This design comes from an exercise in tuning for small area on the open sky130 flow, not from production work. At most, simulation tests tie the RTL to the original design; equivalence was not proved.

==> zinc <==
// fpga_top
module fpga_top (
output tx_R19,
output tx_T11,
output tx_T10,
output tx_T12,
output tx_U12,
output tx_U13,
output tx_V13,
output tx_V12,
output tx_W13,
output tx_T14,
output tx_T15,
output tx_P14,
output tx_R14,
output tx_Y16,
output tx_Y17,
output tx_W14,
output tx_Y14,
output tx_T16,
output tx_U17,
output tx_V15,
output tx_W15,
output tx_U14,
output tx_U15,
output tx_U18,
output tx_U19,
output tx_P19,
output tx_N20,
output tx_P20,
output tx_T20,
output tx_U20,
output tx_V20,
output tx_W20,
output tx_Y18,
output tx_Y19,
output tx_V16,
output tx_W16,
output tx_R16,
output tx_R17,
output tx_T17,
output tx_R18,
output tx_V17,
output tx_V18,
output tx_W18,
output tx_W19,
output tx_N17,
output tx_P18,
output tx_P15,
output tx_P16,
output tx_T19,
output tx_G14,
output tx_C20,
output tx_B20,
output tx_B19,
output tx_A20,
output tx_E17,
output tx_D18,
output tx_D19,
output tx_D20,
output tx_E18,
output tx_E19,
output tx_F16,
output tx_F17,
output tx_M19,
output tx_M20,
output tx_M17,
output tx_M18,
output tx_L19,
output tx_L20,
output tx_K19,
output tx_J19,
output tx_L16,
output tx_L17,
output tx_K17,
output tx_K18,
output tx_H16,
output tx_H17,
output tx_J18,
output tx_H18,
output tx_F19,
output tx_F20,
output tx_G17,
output tx_G18,
output tx_J20,
output tx_H20,
output tx_G19,
output tx_G20,
output tx_H15,
output tx_G15,
output tx_K14,
output tx_J14,
output tx_N15,
output tx_N16,
output tx_L14,
output tx_L15,
output tx_M14,
output tx_M15,
output tx_K16,
output tx_J16,
output tx_J15,
input clk,
input rst_n );
==> module beacon_engine, before the edit <==
module beacon_engine (
    input  clk,
    input  rst_n,
    output nfeed,      
    output reg ld,     
    output reg hold,   
    output reg en      
);
reg  [8:0] w;               
reg  [4:0] j;               
reg  [17:0] e;              
reg        first;           
wire tick = (w == 9'd0);
wire sweep = ~w[8] & ~w[7] & (w[6:0] != 7'd0) & (w[6:0] <= 7'd99);
wire adv = tick & (j == 5'd16);
wire wrap = ~e[17] & (e[16:0] >= 17'd91809);
reg  [17:0] op;
always @(*) begin
  if (sweep) op = 18'd390;
  else if (adv) op = wrap ? 18'h2_028D : 18'h3_892E;
  else if (tick) op = 18'h3_692E;
  else op = 18'd0;
end
wire [18:0] c;
wire [17:0] e_n;
assign c[0] = 1'b0;
genvar i;
generate for (i = 0; i < 18; i = i + 1) begin : g_add
  assign e_n[i] = e[i] ^ op[i] ^ c[i];
  assign c[i+1] = (e[i] & op[i]) | (c[i] & (e[i] ^ op[i]));
end endgenerate
always @(posedge clk or negedge rst_n)
  if (!rst_n) begin
    w <= 9'd151; j <= 5'd25; e <= 18'h3_6B3D; first <= 1'b1; en <= 1'b0;
    ld <= 1'b0; hold <= 1'b1;
  end else begin
    if (tick) begin
      w <= (j == 5'd25) ? 9'd379 : 9'd433;
      j <= (j == 5'd25) ? 5'd7 : j + 5'd1;
    end else
      w <= w - 9'd1;
    e <= e_n;
    if (adv && wrap) first <= 1'b0;
    if (tick) en <= 1'b1;
    ld <= (w == 9'd1);
    hold <= (w != 9'd1);
  end
beacon_chars u_chars (.k(w[6:0]), .j(j), .e(e), .first(first), .nfeed(nfeed));
endmodule
==> flow/config.mk <==
export PLATFORM = sky130hd
export DESIGN_NAME = fpga_top
export DESIGN_NICKNAME = fpga_top
export VERILOG_FILES = /design/flow/design.v
export SDC_FILE = /design/flow/constraint.sdc
export NUM_CORES = 4
export LEC_CHECK = 0
export CAP_MARGIN = 20
export CORE_MARGIN = 2
export CORE_UTILIZATION = 40
export SLEW_MARGIN = 20
==> flow/constraint.sdc <==
create_clock -name core_clock -period 6.0 [get_ports {clk}]
set_input_delay 1.2000 -clock core_clock [delete_from_list [all_inputs] [get_ports {clk}]]
set_output_delay 1.2000 -clock core_clock [all_outputs]
set_load 0.01 [all_outputs]
standard.sh (not shown) runs the stock make flow with config.mk's settings and CLKGATE_MAP_FILE= SYNTH_SCRIPT=/design/flow/synth_recipe.tcl, a recipe that flattens the netlist after the stock synthesis.
==> flow/flow/run.sh <==
#!/bin/bash
# Standard ORFS layout with small port buffers and a small clock tree.
set -o pipefail
bash standard.sh \
  ABC_AREA=1 \
  BUFFER_PORTS_ARGS="-buffer_cell sky130_fd_sc_hd__buf_1" \
  CTS_ARGS="-sink_clustering_enable -repair_clock_nets -dont_use_dummy_load -sink_clustering_size 10 -sink_clustering_max_diameter 40 -buf_list {sky130_fd_sc_hd__clkbuf_4}" \
  finish > flow.log 2>&1
==> sierra: changes against zinc <==
--- a/flow/design.v
+++ b/flow/design.v
@@ -653,29 +653,35 @@
 reg  [4:0] j;               
-reg  [17:0] e;              
+reg  [12:0] lo;
+reg  [4:0] hi;
+reg        cy;
 reg        first;           
-wire tick = (w == 9'd0);
-wire sweep = ~w[8] & ~w[7] & (w[6:0] != 7'd0) & (w[6:0] <= 7'd99);
-wire adv = tick & (j == 5'd16);
-wire wrap = ~e[17] & (e[16:0] >= 17'd91809);
+reg        sw;              
+reg        tk;              
+reg        adv;             
+reg        wrap;            
+wire [4:0] ht = hi + {4'd0, cy};
+wire [17:0] e = {ht, lo};
 reg  [17:0] op;
 always @(*) begin
-  if (sweep) op = 18'd390;
+  if (sw) op = 18'd390;
   else if (adv) op = wrap ? 18'h2_028D : 18'h3_892E;
-  else if (tick) op = 18'h3_692E;
+  else if (tk) op = 18'h3_692E;
   else op = 18'd0;
 end
-wire [18:0] c;
-wire [17:0] e_n;
+wire [13:0] c;
+wire [12:0] lo_n;
 assign c[0] = 1'b0;
 genvar i;
-generate for (i = 0; i < 18; i = i + 1) begin : g_add
-  assign e_n[i] = e[i] ^ op[i] ^ c[i];
-  assign c[i+1] = (e[i] & op[i]) | (c[i] & (e[i] ^ op[i]));
+generate for (i = 0; i < 13; i = i + 1) begin : g_add
+  assign lo_n[i] = lo[i] ^ op[i] ^ c[i];
+  assign c[i+1] = (lo[i] & op[i]) | (c[i] & (lo[i] ^ op[i]));
 end endgenerate
+wire last = (w == 9'd1);
 always @(posedge clk or negedge rst_n)
   if (!rst_n) begin
-    w <= 9'd151; j <= 5'd25; e <= 18'h3_6B3D; first <= 1'b1; en <= 1'b0;
+    w <= 9'd151; j <= 5'd25; lo <= 13'h0B3D; hi <= 5'h1B; cy <= 1'b0;
+    first <= 1'b1; en <= 1'b0; sw <= 1'b0; tk <= 1'b0; adv <= 1'b0; wrap <= 1'b0;
     ld <= 1'b0; hold <= 1'b1;
   end else begin
-    if (tick) begin
+    if (tk) begin
       w <= (j == 5'd25) ? 9'd379 : 9'd433;
@@ -684,7 +690,14 @@
       w <= w - 9'd1;
-    e <= e_n;
+    lo <= lo_n;
+    hi <= hi + op[17:13] + {4'd0, cy};
+    cy <= c[13];
+    if (w == 9'd100) sw <= 1'b1;
+    else if (last) sw <= 1'b0;
+    tk <= last;
+    adv <= last & (j == 5'd16);
+    wrap <= ~e[17] & (e[16:0] >= 17'd91419);
     if (adv && wrap) first <= 1'b0;
-    if (tick) en <= 1'b1;
-    ld <= (w == 9'd1);
-    hold <= (w != 9'd1);
+    if (tk) en <= 1'b1;
+    ld <= last;
+    hold <= ~last;
   end
==> reports/results.ini <==
[run_status]
status=complete, but fails checks
so_faults=negative setup slack

[sta]
setup_ws_ns=-0.1379
setup_viol=1
holdWs_ns=0.2408
tns_ns=-0.1379

-- figures above: zinc

==> reports/results.ini <==
[run_status]
status=complete, no violations

[sta]
tns_ns=0
setup_ws_ns=1.098
holdWs_ns=0.3391
setup_viol=0

[yosys]
synth_xor_xnor_area_share=0.007042
synth_nets=924

[hold_path]
min_path_cells=0
whs_endpoint=sh[78]$_DFF_P_

[critical_path]
crit_type=reg -> reg

-- figures above: sierra

The RTL of zinc was laid out without a check of its function.

afterwards: timing with drivers on the ports:
The flow's constraints put no driver on any port. The routed layouts listed below were extracted and timed again, unchanged, in two steps.
Step 1 assumes that a clkbuf_16 drives the clock port and a buf_2 every other input.
Step 2 adds t to the input delays and takes it off the output delays; t is the mean of the earliest and latest rising clock arrival at the registers after step 1. Input paths then give back, and output paths get back, about the clock's delay inside the block.
a / b / c = ideal / step 1 / step 2; a / b = the first two.
run | shift t [ns] | slack for setup (ns) | worst slew at a driven data input, ns
zinc | 0.680 | -0.138 / -0.138 / -0.138 | 0.03
sierra | 0.627 | 1.098 / 1.098 / 1.098 | 0.03
